Source: an optimization exercise on an open RTL-to-GDS flow (aim: a short achievable clock period and few clock cycles). Production flows keep margins and buffers that such runs may drop.
The RTL was checked by simulation tests, not by an equivalence proof against the original design.
Power and IR drop assume default switching activity.

==> inputs of job 5692 <==
// cpu
module cpu(clk,reset,in,out,N,V,Z,mem_cmd,mem_addr,halt);
  input clk, reset;
  input [15:0] in;
  output [15:0] out;
  output N, V, Z;
  output [1:0] mem_cmd;
  output [8:0] mem_addr;
  output halt;
  function [15:0] add16;
    input [15:0] a, b;
    input cin;
    reg [15:0] g, p, G, P;
    integer i, d;
    begin
      g = a & b; p = a ^ b;
      G = g; P = p;
      G[0] = g[0] | (p[0] & cin);
      for (d = 1; d < 16; d = d * 2)
        for (i = 15; i >= d; i = i - 1) begin
          G[i] = G[i] | (P[i] & G[i-d]);
          P[i] = P[i] & P[i-d];
        end
      add16 = p ^ {G[14:0], cin};
    end
  endfunction
  reg [15:0] R0, R1, R2, R3, R4, R5, R6, R7;
  reg fN, fV, fZ;
  reg halted;
  reg hreg;              
  reg [8:0]  pa;
  reg        pf, pl, ps, pr;    
  reg [15:0] md;
  reg [2:0]  plrd;              
  reg        lv;                
  reg [2:0]  lrd;
  reg       gv;          
  reg [8:0] ga;          
  reg [31:0] goh;        
  reg       fv;          
  reg       fc;          
  reg       fr;          
  reg [15:0] cw;
  reg [8:0] fa, fa1;     
  reg [31:0] fa1_oh;
  reg [8:0] fnp;         
  reg [8:0] fno;         
  reg       fhit;        
  reg [31:0] bv, bret, bcall;
  reg [3:0]  btag [0:31];
  reg [8:0]  btgt [0:31];
  reg [8:0]  boff [0:31];      
  reg [8:0]  ras;
  reg [31:0] ras_oh;
  reg [31:0] cv;
  reg [3:0]  ctag [0:31];
  reg [15:0] cdat [0:31];
  reg chit_r;
  reg [15:0] cword;
  reg dflag;             
  reg [31:0] gohd;       
  ...
clock: 6.0 ns
lec_check: 0
abc_clock_period_in_ps: 2500
cap_margin: 30
core_margin: 2
core_utilization: 40
place_density: 0.6
setup_slack_margin: 3.5
slew_margin: 30
tns_end_percent: 100
run.sh (not shown) runs the stock make flow with config.mk's settings and CLKGATE_MAP_FILE= SYNTH_SCRIPT=/design/flow/synth_recipe.tcl, a recipe that flattens the netlist after the stock synthesis.
==> job 2665 (differences from job 5692) <==
--- a/flow/design.v
+++ b/flow/design.v
@@ -2,34 +2,34 @@
   input clk, reset;
   input [15:0] in;
   output [15:0] out;
   output N, V, Z;
   output [1:0] mem_cmd;
   output [8:0] mem_addr;
   output halt;
-  function [15:0] add16;
-    input [15:0] a, b;
+  function [15:0] carry16;
+    input [15:0] g, p;
     input cin;
-    reg [15:0] g, p, G, P;
+    reg [15:0] G, P;
     integer i, d;
     begin
-      g = a & b; p = a ^ b;
       G = g; P = p;
       G[0] = g[0] | (p[0] & cin);
       for (d = 1; d < 16; d = d * 2)
         for (i = 15; i >= d; i = i - 1) begin
           G[i] = G[i] | (P[i] & G[i-d]);
           P[i] = P[i] & P[i-d];
         end
-      add16 = p ^ {G[14:0], cin};
+      carry16 = G;
     end
   endfunction
   reg [15:0] R0, R1, R2, R3, R4, R5, R6, R7;
   reg fN, fV, fZ;
   reg halted;
+  reg rst2;
   reg hreg;              
   reg [8:0]  pa;
   reg        pf, pl, ps, pr;    
   reg [15:0] md;
   reg [2:0]  plrd;              
   reg        lv;                
   reg [2:0]  lrd;
@@ -81,22 +81,25 @@
   reg        xadd, xand, xmvn, xcmp, xldr, xstr, xbc, xbl, xbx, xblx, xhalt, xsame;
   reg        xwe;
   reg [2:0]  xws, xrd, xcond;
   reg [4:0]  xim;
   reg [8:0]  xoff;
   reg        xzero;
   reg [15:0] xA, xB, xD;
+  reg [15:0] xP, xG, xK;      
   reg [8:0]  xc, xp, xt, xn;
   reg        xqa, xqb;
-  wire [15:0] sum = add16(xA, xB, 1'b0);
-  wire [15:0] dif = add16(xA, ~xB, 1'b1);
-  wire [15:0] xres = xadd ? sum : xand ? (xA & xB) : xmvn ? ~xB : xB;
+  wire [15:0] csum = carry16(xG, xP, 1'b0);
+  wire [15:0] cdif = carry16(xK, ~xP, 1'b1);
+  wire [15:0] sum = xP ^ {csum[14:0], 1'b0};
+  wire [15:0] dif = ~xP ^ {cdif[14:0], 1'b1};
+  wire [15:0] xres = xadd ? sum : xand ? xG : xmvn ? ~xB : xB;
   wire cN = dif[15];
-  wire cZ = xA == xB;
-  wire cV = (xA[15] ^ xB[15]) & (dif[15] ^ xA[15]);
+  wire cZ = ~|xP;
+  wire cV = xP[15] & (dif[15] ^ xA[15]);
   wire xw = xv & xwe;
   reg ctake;
   always @(*)
     case (xcond)
       3'd0: ctake = 1'b1;
       3'd1: ctake = fZ;
       3'd2: ctake = ~fZ;
@@ -110,14 +113,17 @@
   wire [8:0] xnext = take_imm ? xt : take_reg ? rtgt : xp;    
   wire xred = xv & (take_imm ? ~xqb : take_reg ? rtgt != xn : ~xqa);
   wire hnow = xv & xhalt & ~ps & ~halted;
   wire xstuck = xv & xhalt;
   wire dop = xv & (xldr | xstr);
   wire [8:0] aaddr = xA[8:0] + {{4{xim[4]}}, xim};
   wire xtrain = xv & (take_imm & ~xzero | take_reg & ~xsame);
+  reg tw, ti;                 
+  reg [8:0] ta, tt, to;
+  reg tr, tc;
   wire [15:0] d = qi0;
   wire [2:0] dop3 = d[15:13];
   wire [1:0] dop2 = d[12:11];
   wire [2:0] rn = d[10:8], rd = d[7:5], rm = d[2:0];
   wire [1:0] sh = d[4:3];
   wire i_movi = dop3 == 3'b110 &  dop2[1];
   wire i_movr = dop3 == 3'b110 & ~dop2[1];
@@ -186,14 +192,16 @@
   wire [31:0] atg_oh = fc ? (32'd1 << atg_c[4:0]) : (32'd1 << atg_i[4:0]);
   wire [8:0] roff = ras - fa1;
   wire dq = fv & ~fhit & bd[3];
   wire dred = dq & ~xred;
   wire [8:0] dtg = a_bx ? ras : atg;
   wire [31:0] dtg_oh = a_bx ? ras_oh : atg_oh;
   reg rpend;             
+  reg fpend;             
+  wire rpend_n = dred & a_bl;
   reg [8:0] rpv;
   reg [31:0] rpoh;
   wire ea_a = ~fv ? 1'b0 : dred ? (a_bx ? ras == fa1 : aimm == 9'd0) : fnp == fa1;
   wire ea_b = ~fv ? 1'b0 : dred ? (a_bx ? roff == aimm : 1'b1) : fno == aimm;
   wire [8:0] ea_n = dred ? dtg : fnp;
   wire ea_h = w[15:13] == 3'b111;
   reg hit_r, hret, hcall;
@@ -283,34 +291,37 @@
       xldr <= i_ldr; xstr <= i_str; xbc <= i_b; xbl <= i_bl; xbx <= i_bx; xblx <= i_blx;
       xhalt <= qh0; xsame <= i_blx & rd == rn;
       xwe <= wr_rn | wr_rd;
       xws <= wr_rn ? rn : rd;
       xrd <= rd; xcond <= rn; xim <= d[4:0];
       xoff <= {d[7], d[7:0]}; xzero <= d[7:0] == 8'd0;
       xA <= vn; xB <= dB; xD <= vd;
+      xP <= vn ^ dB; xG <= vn & dB; xK <= vn & ~dB;
       xc <= qc0; xp <= qp0; xt <= qt0; xn <= qn0; xqa <= qa0; xqb <= qb0;
     end
     if (xred & (xbl | xblx)) begin ras <= xp; ras_oh <= 32'd1 << xp[4:0]; end
     else if (rpend) begin ras <= rpv; ras_oh <= rpoh; end
-    else if (gok & hit & hcall) begin ras <= pa1; ras_oh <= goh1; end
-    rpv <= fa1; rpoh <= fa1_oh;
+    else if (fpend & ~xred) begin ras <= rpv; ras_oh <= rpoh; end
+    fpend <= gok & hit & hcall & ~xred & ~dred;
+    rpv <= rpend_n ? fa1 : pa1; rpoh <= rpend_n ? fa1_oh : goh1;
     fa1_oh <= goh1;
     if (fr) begin ctag[fa[4:0]] <= fa[8:5]; cdat[fa[4:0]] <= in; end
-    if (xtrain) begin
-      btag[xc[4:0]] <= xc[8:5];
-      btgt[xc[4:0]] <= xnext;
-      boff[xc[4:0]] <= xoff;
-      bret[xc[4:0]] <= xbx;
-      bcall[xc[4:0]] <= xbl | xblx;
+    ta <= xc; tt <= xnext; to <= xoff; tr <= xbx; tc <= xbl | xblx;
+    if (tw) begin
+      btag[ta[4:0]] <= ta[8:5];
+      btgt[ta[4:0]] <= tt;
+      boff[ta[4:0]] <= to;
+      bret[ta[4:0]] <= tr;
+      bcall[ta[4:0]] <= tc;
     end
     if (reset) begin
       qv <= 3'b000; xv <= 1'b0; fv <= 1'b0; lv <= 1'b0; halted <= 1'b0; hreg <= 1'b0;
-      bv <= 32'd0; cv <= 32'd0; fr <= 1'b0; fc <= 1'b0; gv <= 1'b1; ga <= 9'd0; goh <= 32'd1;
+      tw <= 1'b0; ti <= 1'b0; fr <= 1'b0; fc <= 1'b0; gv <= 1'b1; ga <= 9'd0; goh <= 32'd1;
       pa <= 9'd0; pf <= 1'b1; pr <= 1'b1; pl <= 1'b0; ps <= 1'b0;
-      ras <= 9'd0; ras_oh <= 32'd1; dflag <= 1'b0; rpend <= 1'b0;
+      dflag <= 1'b0; rpend <= 1'b0; fpend <= 1'b0;
     end else begin
       qv <= nv;
       dflag <= dred;
       rpend <= dred & a_bl;
       if (~xstuck) xv <= dgo & ~xred;
       fv <= nfv;
       fc <= ~pf;
@@ -322,16 +333,21 @@
       pl <= xv & xldr;
       ps <= xv & xstr;
       pr <= nfetch | xv & xldr;
       lv <= pl;
       if (hnow) halted <= 1'b1;
       hreg <= halted | hnow |
               ~(xv & xstr) & (xstuck ? 1'b1 : dgo & ~xred & qh0);
-      if (xtrain) bv[xc[4:0]] <= 1'b1;
-      else if (xred) bv[xc[4:0]] <= 1'b0;
+      tw <= xtrain; ti <= xred;
+      if (tw) bv[ta[4:0]] <= 1'b1;
+      else if (ti) bv[ta[4:0]] <= 1'b0;
+    end
+    rst2 <= reset;
+    if (rst2) begin
+      bv <= 32'd0; cv <= 32'd0; ras <= 9'd0; ras_oh <= 32'd1;
     end
   end
   always @(posedge clk) begin
     if (xw & xws == 3'd0) R0 <= xres; else if (lv & lrd == 3'd0) R0 <= in;
     if (xw & xws == 3'd1) R1 <= xres; else if (lv & lrd == 3'd1) R1 <= in;
     if (xw & xws == 3'd2) R2 <= xres; else if (lv & lrd == 3'd2) R2 <= in;
     if (xw & xws == 3'd3) R3 <= xres; else if (lv & lrd == 3'd3) R3 <= in;
==> job 8674 (differences from job 5692) <==
--- a/flow/design.v
+++ b/flow/design.v
@@ -2,34 +2,34 @@
   input clk, reset;
   input [15:0] in;
   output [15:0] out;
   output N, V, Z;
   output [1:0] mem_cmd;
   output [8:0] mem_addr;
   output halt;
-  function [15:0] add16;
-    input [15:0] a, b;
+  function [15:0] carry16;
+    input [15:0] g, p;
     input cin;
-    reg [15:0] g, p, G, P;
+    reg [15:0] G, P;
     integer i, d;
     begin
-      g = a & b; p = a ^ b;
       G = g; P = p;
       G[0] = g[0] | (p[0] & cin);
       for (d = 1; d < 16; d = d * 2)
         for (i = 15; i >= d; i = i - 1) begin
           G[i] = G[i] | (P[i] & G[i-d]);
           P[i] = P[i] & P[i-d];
         end
-      add16 = p ^ {G[14:0], cin};
+      carry16 = G;
     end
   endfunction
   reg [15:0] R0, R1, R2, R3, R4, R5, R6, R7;
   reg fN, fV, fZ;
   reg halted;
+  reg rst2;
   reg hreg;              
   reg [8:0]  pa;
   reg        pf, pl, ps, pr;    
   reg [15:0] md;
   reg [2:0]  plrd;              
   reg        lv;                
   reg [2:0]  lrd;
@@ -64,60 +64,68 @@
     chit_r = 1'b0; cword = 16'd0;
     for (k = 0; k < 32; k = k + 1) begin
       chit_r = chit_r | goh[k] & cv[k] & ctag[k] == ga[8:5];
       cword = cword | {16{goh[k]}} & cdat[k];
     end
   end
   wire gok = gv & (pf | chit);
-  reg [2:0]  qv;
-  reg [15:0] qi0, qi1, qi2;    
-  reg [8:0]  qc0, qc1, qc2;    
-  reg [8:0]  qp0, qp1, qp2;    
-  reg [8:0]  qt0, qt1, qt2;    
-  reg [8:0]  qn0, qn1, qn2;    
-  reg        qa0, qa1, qa2;    
-  reg        qb0, qb1, qb2;    
-  reg        qh0, qh1, qh2;    
+  reg [4:0]  qv;
+  reg [15:0] qi0;    
+  reg [8:0]  qc0;    
+  reg [8:0]  qp0;    
+  reg [8:0]  qt0;    
+  reg [8:0]  qn0;    
+  reg        qa0;    
+  reg        qb0;    
+  reg        qh0;    
   reg        xv;
   reg        xadd, xand, xmvn, xcmp, xldr, xstr, xbc, xbl, xbx, xblx, xhalt, xsame;
   reg        xwe;
   reg [2:0]  xws, xrd, xcond;
   reg [4:0]  xim;
   reg [8:0]  xoff;
   reg        xzero;
   reg [15:0] xA, xB, xD;
+  reg [15:0] xP, xG, xK;      
   reg [8:0]  xc, xp, xt, xn;
   reg        xqa, xqb;
-  wire [15:0] sum = add16(xA, xB, 1'b0);
-  wire [15:0] dif = add16(xA, ~xB, 1'b1);
-  wire [15:0] xres = xadd ? sum : xand ? (xA & xB) : xmvn ? ~xB : xB;
+  wire [15:0] csum = carry16(xG, xP, 1'b0);
+  wire [15:0] cdif = carry16(xK, ~xP, 1'b1);
+  wire [15:0] sum = xP ^ {csum[14:0], 1'b0};
+  wire [15:0] dif = ~xP ^ {cdif[14:0], 1'b1};
+  wire [15:0] xres = xadd ? sum : xand ? xG : xmvn ? ~xB : xB;
   wire cN = dif[15];
-  wire cZ = xA == xB;
-  wire cV = (xA[15] ^ xB[15]) & (dif[15] ^ xA[15]);
+  wire cZ = ~|xP;
+  wire cV = xP[15] & (dif[15] ^ xA[15]);
   wire xw = xv & xwe;
   reg ctake;
   always @(*)
     case (xcond)
       3'd0: ctake = 1'b1;
       3'd1: ctake = fZ;
       3'd2: ctake = ~fZ;
       3'd3: ctake = fN ^ fV;
       3'd4: ctake = (fN ^ fV) | fZ;
       default: ctake = 1'b0;
     endcase
   wire take_imm = xbc & ctake | xbl;
   wire take_reg = xbx | xblx;
-  wire [8:0] rtgt = xsame ? xp : xD[8:0];
-  wire [8:0] xnext = take_imm ? xt : take_reg ? rtgt : xp;    
-  wire xred = xv & (take_imm ? ~xqb : take_reg ? rtgt != xn : ~xqa);
+  reg  [8:0] xrt;             
+  reg  [31:0] xt_oh, xp_oh, xrt_oh;    
+  wire [8:0] xnext = take_imm ? xt : take_reg ? xrt : xp;    
+  wire [31:0] xnext_oh = take_imm ? xt_oh : take_reg ? xrt_oh : xp_oh;
+  wire xred = xv & (take_imm ? ~xqb : take_reg ? xrt != xn : ~xqa);
   wire hnow = xv & xhalt & ~ps & ~halted;
   wire xstuck = xv & xhalt;
   wire dop = xv & (xldr | xstr);
   wire [8:0] aaddr = xA[8:0] + {{4{xim[4]}}, xim};
   wire xtrain = xv & (take_imm & ~xzero | take_reg & ~xsame);
+  reg tw, ti;                 
+  reg [8:0] ta, tt, to;
+  reg tr, tc;
   wire [15:0] d = qi0;
   wire [2:0] dop3 = d[15:13];
   wire [1:0] dop2 = d[12:11];
   wire [2:0] rn = d[10:8], rd = d[7:5], rm = d[2:0];
   wire [1:0] sh = d[4:3];
   wire i_movi = dop3 == 3'b110 &  dop2[1];
   wire i_movr = dop3 == 3'b110 & ~dop2[1];
@@ -161,14 +169,15 @@
     case (sh)
       2'b00: vs = vm;
       2'b01: vs = {vm[14:0], 1'b0};
       2'b10: vs = {1'b0, vm[15:1]};
       default: vs = {vm[15], vm[15:1]};
     endcase
   wire [15:0] dB = fxm ? xres : i_movi ? {{8{d[7]}}, d[7:0]} : (i_bl | i_blx) ? {7'b0, qp0} : vs;
+  wire [8:0] d_rt = (i_blx & rd == rn) ? qp0 : vd[8:0];
   wire [15:0] w = fc ? cw : in;
   function [3:0] bdec;      
     input [15:0] v;
     reg b, bal, bl, bx;
     begin
       b = v[15:11] == 5'b00100; bal = b & v[10:8] == 3'b000;
       bl = v[15:11] == 5'b01011; bx = v[15:11] == 5'b01000;
@@ -186,14 +195,16 @@
   wire [31:0] atg_oh = fc ? (32'd1 << atg_c[4:0]) : (32'd1 << atg_i[4:0]);
   wire [8:0] roff = ras - fa1;
   wire dq = fv & ~fhit & bd[3];
   wire dred = dq & ~xred;
   wire [8:0] dtg = a_bx ? ras : atg;
   wire [31:0] dtg_oh = a_bx ? ras_oh : atg_oh;
   reg rpend;             
+  reg fpend;             
+  wire rpend_n = dred & a_bl;
   reg [8:0] rpv;
   reg [31:0] rpoh;
   wire ea_a = ~fv ? 1'b0 : dred ? (a_bx ? ras == fa1 : aimm == 9'd0) : fnp == fa1;
   wire ea_b = ~fv ? 1'b0 : dred ? (a_bx ? roff == aimm : 1'b1) : fno == aimm;
   wire [8:0] ea_n = dred ? dtg : fnp;
   wire ea_h = w[15:13] == 3'b111;
   reg hit_r, hret, hcall;
@@ -209,31 +220,31 @@
     end
   end
   wire [8:0] pa1 = ga + 9'd1;
   wire hit = hit_r & ~dflag;
   wire [8:0] pn = hit ? (hret ? ras : htgt) : pa1;
   wire pop = dgo;
   wire [79:0] e0 = {qi0, qc0, qp0, qt0, qn0, qa0, qb0, qh0};
-  wire [79:0] e1 = {qi1, qc1, qp1, qt1, qn1, qa1, qb1, qh1};
-  wire [79:0] e2 = {qi2, qc2, qp2, qt2, qn2, qa2, qb2, qh2};
+  reg [79:0] qe [1:4];
   wire [79:0] ea = {w, fa, fa1, atg, ea_n, ea_a, ea_b, ea_h};
-  wire [2:0] sv = pop ? {1'b0, qv[2:1]} : qv;
-  wire [79:0] s0 = pop ? e1 : e0;
-  wire [79:0] s1 = pop ? e2 : e1;
-  reg [79:0] n0, n1, n2;
-  reg [2:0] nv;
+  wire [4:0] sv = pop ? {1'b0, qv[4:1]} : qv;
+  reg [79:0] nq [0:4];
+  reg [4:0] nv;
+  reg placed;
+  integer m;
   always @(*) begin
-    n0 = s0; n1 = s1; n2 = e2; nv = sv;
-    if (fv) begin
-      if (~sv[0]) begin n0 = ea; nv[0] = 1'b1; end
-      else if (~sv[1]) begin n1 = ea; nv[1] = 1'b1; end
-      else begin n2 = ea; nv[2] = 1'b1; end
-    end
-    if (xred) nv = 3'b000;
+    nq[0] = pop ? qe[1] : e0;
+    for (m = 1; m < 4; m = m + 1) nq[m] = pop ? qe[m+1] : qe[m];
+    nq[4] = qe[4];
+    nv = sv; placed = 1'b0;
+    for (m = 0; m < 5; m = m + 1)
+      if (fv & ~placed & ~sv[m]) begin nq[m] = ea; nv[m] = 1'b1; placed = 1'b1; end
+    if (xred) nv = 5'd0;
   end
+  wire [79:0] n0 = nq[0];
   wire [15:0] ni = n0[54:39];
   wire [2:0] nrn = ni[10:8], nrd = ni[7:5], nrm = ni[2:0];
   wire n_alu = ni[15:13] == 3'b101;
   wire n_mvn = n_alu & ni[12:11] == 2'b11;
   wire n_cmp = n_alu & ni[12:11] == 2'b01;
   wire n_ldr = ni[15:13] == 3'b011;
   wire n_str = ni[15:13] == 3'b100;
@@ -248,24 +259,23 @@
   wire [2:0] dws = wr_rn ? rn : rd;
   wire dwr = dnext & (wr_rn | wr_rd);
   wire xl = xv & xldr;                       
   wire [31:0] gohe = dflag ? gohd : goh;
   wire [31:0] goh1 = {gohe[30:0], gohe[31]};
   wire [31:0] pn_oh = hit ? (hret ? ras_oh : (32'd1 << htgt[4:0])) : goh1;
   wire [8:0] nfb = xred ? xnext : gok ? pn : ga;
-  wire [31:0] nob = xred ? (32'd1 << xnext[4:0]) : gok ? pn_oh : gohe;
+  wire [31:0] nob = xred ? xnext_oh : gok ? pn_oh : gohe;
   wire [8:0] nfa = dred ? dtg : nfb;
   wire nfv = gok & ~xred & ~dred;                 
-  wire room = ~nv[2] & (~nv[1] | ~gok | xred | dred);
+  wire room = ~nv[4] & (~nv[3] | ~gok | xred | dred);
   wire ngv = ~hnow & ~xstuck & ~halted & room;
   wire nfetch = ~dop & ngv;
   always @(posedge clk) begin
     {qi0, qc0, qp0, qt0, qn0, qa0, qb0, qh0} <= n0;
-    {qi1, qc1, qp1, qt1, qn1, qa1, qb1, qh1} <= n1;
-    {qi2, qc2, qp2, qt2, qn2, qa2, qb2, qh2} <= n2;
+    for (m = 1; m < 5; m = m + 1) qe[m] <= nq[m];
     ga <= nfa;
     goh <= nob;
     gohd <= dtg_oh;
     pa <= dop ? aaddr : nfa;
     cw <= cword;
     fa <= ga; fa1 <= pa1; fnp <= pn; fno <= hit ? hoff : 9'd0; fhit <= hit;
     if (xv & xstr) md <= xD;
@@ -278,39 +288,44 @@
     fxn <= dwr & nrn == dws; fxm <= dwr & n_rdm & nrm == dws;
     hz_s <= dwr & n_rdm & nrm == dws & ni[4:3] != 2'b00; fxd <= dwr & nrd == dws;
     fln <= pl & nrn == plrd; flm <= pl & nrm == plrd; fld <= pl & nrd == plrd;
     if (~xstuck) begin
       xadd <= i_add; xand <= i_and; xmvn <= i_mvn; xcmp <= i_cmp;
       xldr <= i_ldr; xstr <= i_str; xbc <= i_b; xbl <= i_bl; xbx <= i_bx; xblx <= i_blx;
       xhalt <= qh0; xsame <= i_blx & rd == rn;
+      xrt <= d_rt; xrt_oh <= 32'd1 << d_rt[4:0];
+      xt_oh <= 32'd1 << qt0[4:0]; xp_oh <= 32'd1 << qp0[4:0];
       xwe <= wr_rn | wr_rd;
       xws <= wr_rn ? rn : rd;
       xrd <= rd; xcond <= rn; xim <= d[4:0];
       xoff <= {d[7], d[7:0]}; xzero <= d[7:0] == 8'd0;
       xA <= vn; xB <= dB; xD <= vd;
+      xP <= vn ^ dB; xG <= vn & dB; xK <= vn & ~dB;
       xc <= qc0; xp <= qp0; xt <= qt0; xn <= qn0; xqa <= qa0; xqb <= qb0;
     end
-    if (xred & (xbl | xblx)) begin ras <= xp; ras_oh <= 32'd1 << xp[4:0]; end
+    if (xred & (xbl | xblx)) begin ras <= xp; ras_oh <= xp_oh; end
     else if (rpend) begin ras <= rpv; ras_oh <= rpoh; end
-    else if (gok & hit & hcall) begin ras <= pa1; ras_oh <= goh1; end
-    rpv <= fa1; rpoh <= fa1_oh;
+    else if (fpend & ~xred) begin ras <= rpv; ras_oh <= rpoh; end
+    fpend <= gok & hit & hcall & ~xred & ~dred;
+    rpv <= rpend_n ? fa1 : pa1; rpoh <= rpend_n ? fa1_oh : goh1;
     fa1_oh <= goh1;
     if (fr) begin ctag[fa[4:0]] <= fa[8:5]; cdat[fa[4:0]] <= in; end
-    if (xtrain) begin
-      btag[xc[4:0]] <= xc[8:5];
-      btgt[xc[4:0]] <= xnext;
-      boff[xc[4:0]] <= xoff;
-      bret[xc[4:0]] <= xbx;
-      bcall[xc[4:0]] <= xbl | xblx;
+    ta <= xc; tt <= xnext; to <= xoff; tr <= xbx; tc <= xbl | xblx;
+    if (tw) begin
+      btag[ta[4:0]] <= ta[8:5];
+      btgt[ta[4:0]] <= tt;
+      boff[ta[4:0]] <= to;
+      bret[ta[4:0]] <= tr;
+      bcall[ta[4:0]] <= tc;
     end
     if (reset) begin
-      qv <= 3'b000; xv <= 1'b0; fv <= 1'b0; lv <= 1'b0; halted <= 1'b0; hreg <= 1'b0;
-      bv <= 32'd0; cv <= 32'd0; fr <= 1'b0; fc <= 1'b0; gv <= 1'b1; ga <= 9'd0; goh <= 32'd1;
+      qv <= 5'd0; xv <= 1'b0; fv <= 1'b0; lv <= 1'b0; halted <= 1'b0; hreg <= 1'b0;
+      tw <= 1'b0; ti <= 1'b0; fr <= 1'b0; fc <= 1'b0; gv <= 1'b1; ga <= 9'd0; goh <= 32'd1;
       pa <= 9'd0; pf <= 1'b1; pr <= 1'b1; pl <= 1'b0; ps <= 1'b0;
-      ras <= 9'd0; ras_oh <= 32'd1; dflag <= 1'b0; rpend <= 1'b0;
+      dflag <= 1'b0; rpend <= 1'b0; fpend <= 1'b0;
     end else begin
       qv <= nv;
       dflag <= dred;
       rpend <= dred & a_bl;
       if (~xstuck) xv <= dgo & ~xred;
       fv <= nfv;
       fc <= ~pf;
@@ -322,16 +337,21 @@
       pl <= xv & xldr;
       ps <= xv & xstr;
       pr <= nfetch | xv & xldr;
       lv <= pl;
       if (hnow) halted <= 1'b1;
       hreg <= halted | hnow |
               ~(xv & xstr) & (xstuck ? 1'b1 : dgo & ~xred & qh0);
-      if (xtrain) bv[xc[4:0]] <= 1'b1;
-      else if (xred) bv[xc[4:0]] <= 1'b0;
+      tw <= xtrain; ti <= xred;
+      if (tw) bv[ta[4:0]] <= 1'b1;
+      else if (ti) bv[ta[4:0]] <= 1'b0;
+    end
+    rst2 <= reset;
+    if (rst2) begin
+      bv <= 32'd0; cv <= 32'd0; ras <= 9'd0; ras_oh <= 32'd1;
     end
   end
   always @(posedge clk) begin
     if (xw & xws == 3'd0) R0 <= xres; else if (lv & lrd == 3'd0) R0 <= in;
     if (xw & xws == 3'd1) R1 <= xres; else if (lv & lrd == 3'd1) R1 <= in;
     if (xw & xws == 3'd2) R2 <= xres; else if (lv & lrd == 3'd2) R2 <= in;
     if (xw & xws == 3'd3) R3 <= xres; else if (lv & lrd == 3'd3) R3 <= in;
==> summary.txt <==
Of job 5692 and job 8674, job 8674 has the higher critical path depth (gap 5).
Global-route usage: job 2665 < job 8674 < job 5692.
The highest maximum frequency belongs to job 2665, the lowest to job 5692.
In job 8674 the synthesized cell count is larger than in job 2665, by 10%.
Via count: job 2665 < job 5692 < job 8674.
The highest hold slack belongs to job 2665, the lowest to job 5692.
==> figures <==
metric	job 5692	job 8674	job 2665
Non-clock inverter total of the final layout	166	180	150
Setup slack at placement	1.44 ns	1.21 ns	1.43 ns
PnR Total Power	0.0581 W	0.0563 W	0.0585 W
Synthesis-to-finish area growth	29.6%	26.9%	24.0%
Clk sink count	2146	2436	2219
Internal cell power	0.0354 W	0.0369 W	0.0364 W
Number of buffers added for setup after CTS	420	400	287
Outcome	timing/DRC/antenna clean	timing/DRC/antenna clean	timing/DRC/antenna clean
Count of multi-input combinational gates	4273	4620	4185
First-iteration detailed-routing DRC count	12600	12900	10200
Count of standard-cell rows	174	185	176
Worst setup slack after layout	2.68 ns	2.68 ns	2.69 ns
Die extent in y	480 um	508 um	485 um
Testbench counts of job 5692, summed over its fixed seeds: cycles 27,257.
Testbench counts of job 2665, summed over its fixed seeds: cycles 27,257.
Testbench counts of job 8674, summed over its fixed seeds: cycles 27,027.

## port drivers added, routing unchanged
Ports are ideal in the flow. The routed layouts listed here were re-timed in OpenROAD.
Step 1 assumes that a clkbuf_16 drives the clock port and a buf_2 every other input.
Step 2 moves the port delays by t, midway between the first and last clock arrival at a register: inputs arrive t later, outputs are due t later. That takes back most of the time a late clock gives input paths.
Slacks: no drivers / after step 1 / after step 2; pairs: no drivers / after step 1.
| run | shift t [ns] | setup WS [ns] | hold slack, ns | latest minus earliest clock arrival (ns) | pins driven straight from the clock port |
|---|---|---|---|---|---|
| job 5692 | 0.976 | 2.678 / 2.678 / 1.997 | 0.318 / 0.318 / 0.318 | 0.104 / 0.104 | 1 |
| job 2665 | 0.971 | 2.689 / 2.689 / 1.992 | 0.349 / 0.349 / 0.349 | 0.064 / 0.064 | 1 |
| job 8674 | 0.993 | 2.684 / 2.684 / 1.791 | 0.325 / 0.325 / 0.325 | 0.084 / 0.084 | 1 |
After both steps every run listed still meets setup and hold. The setup slack of job 8674, which loses most, moves by 0.000 ns with the drivers and by -0.893 ns with both steps.
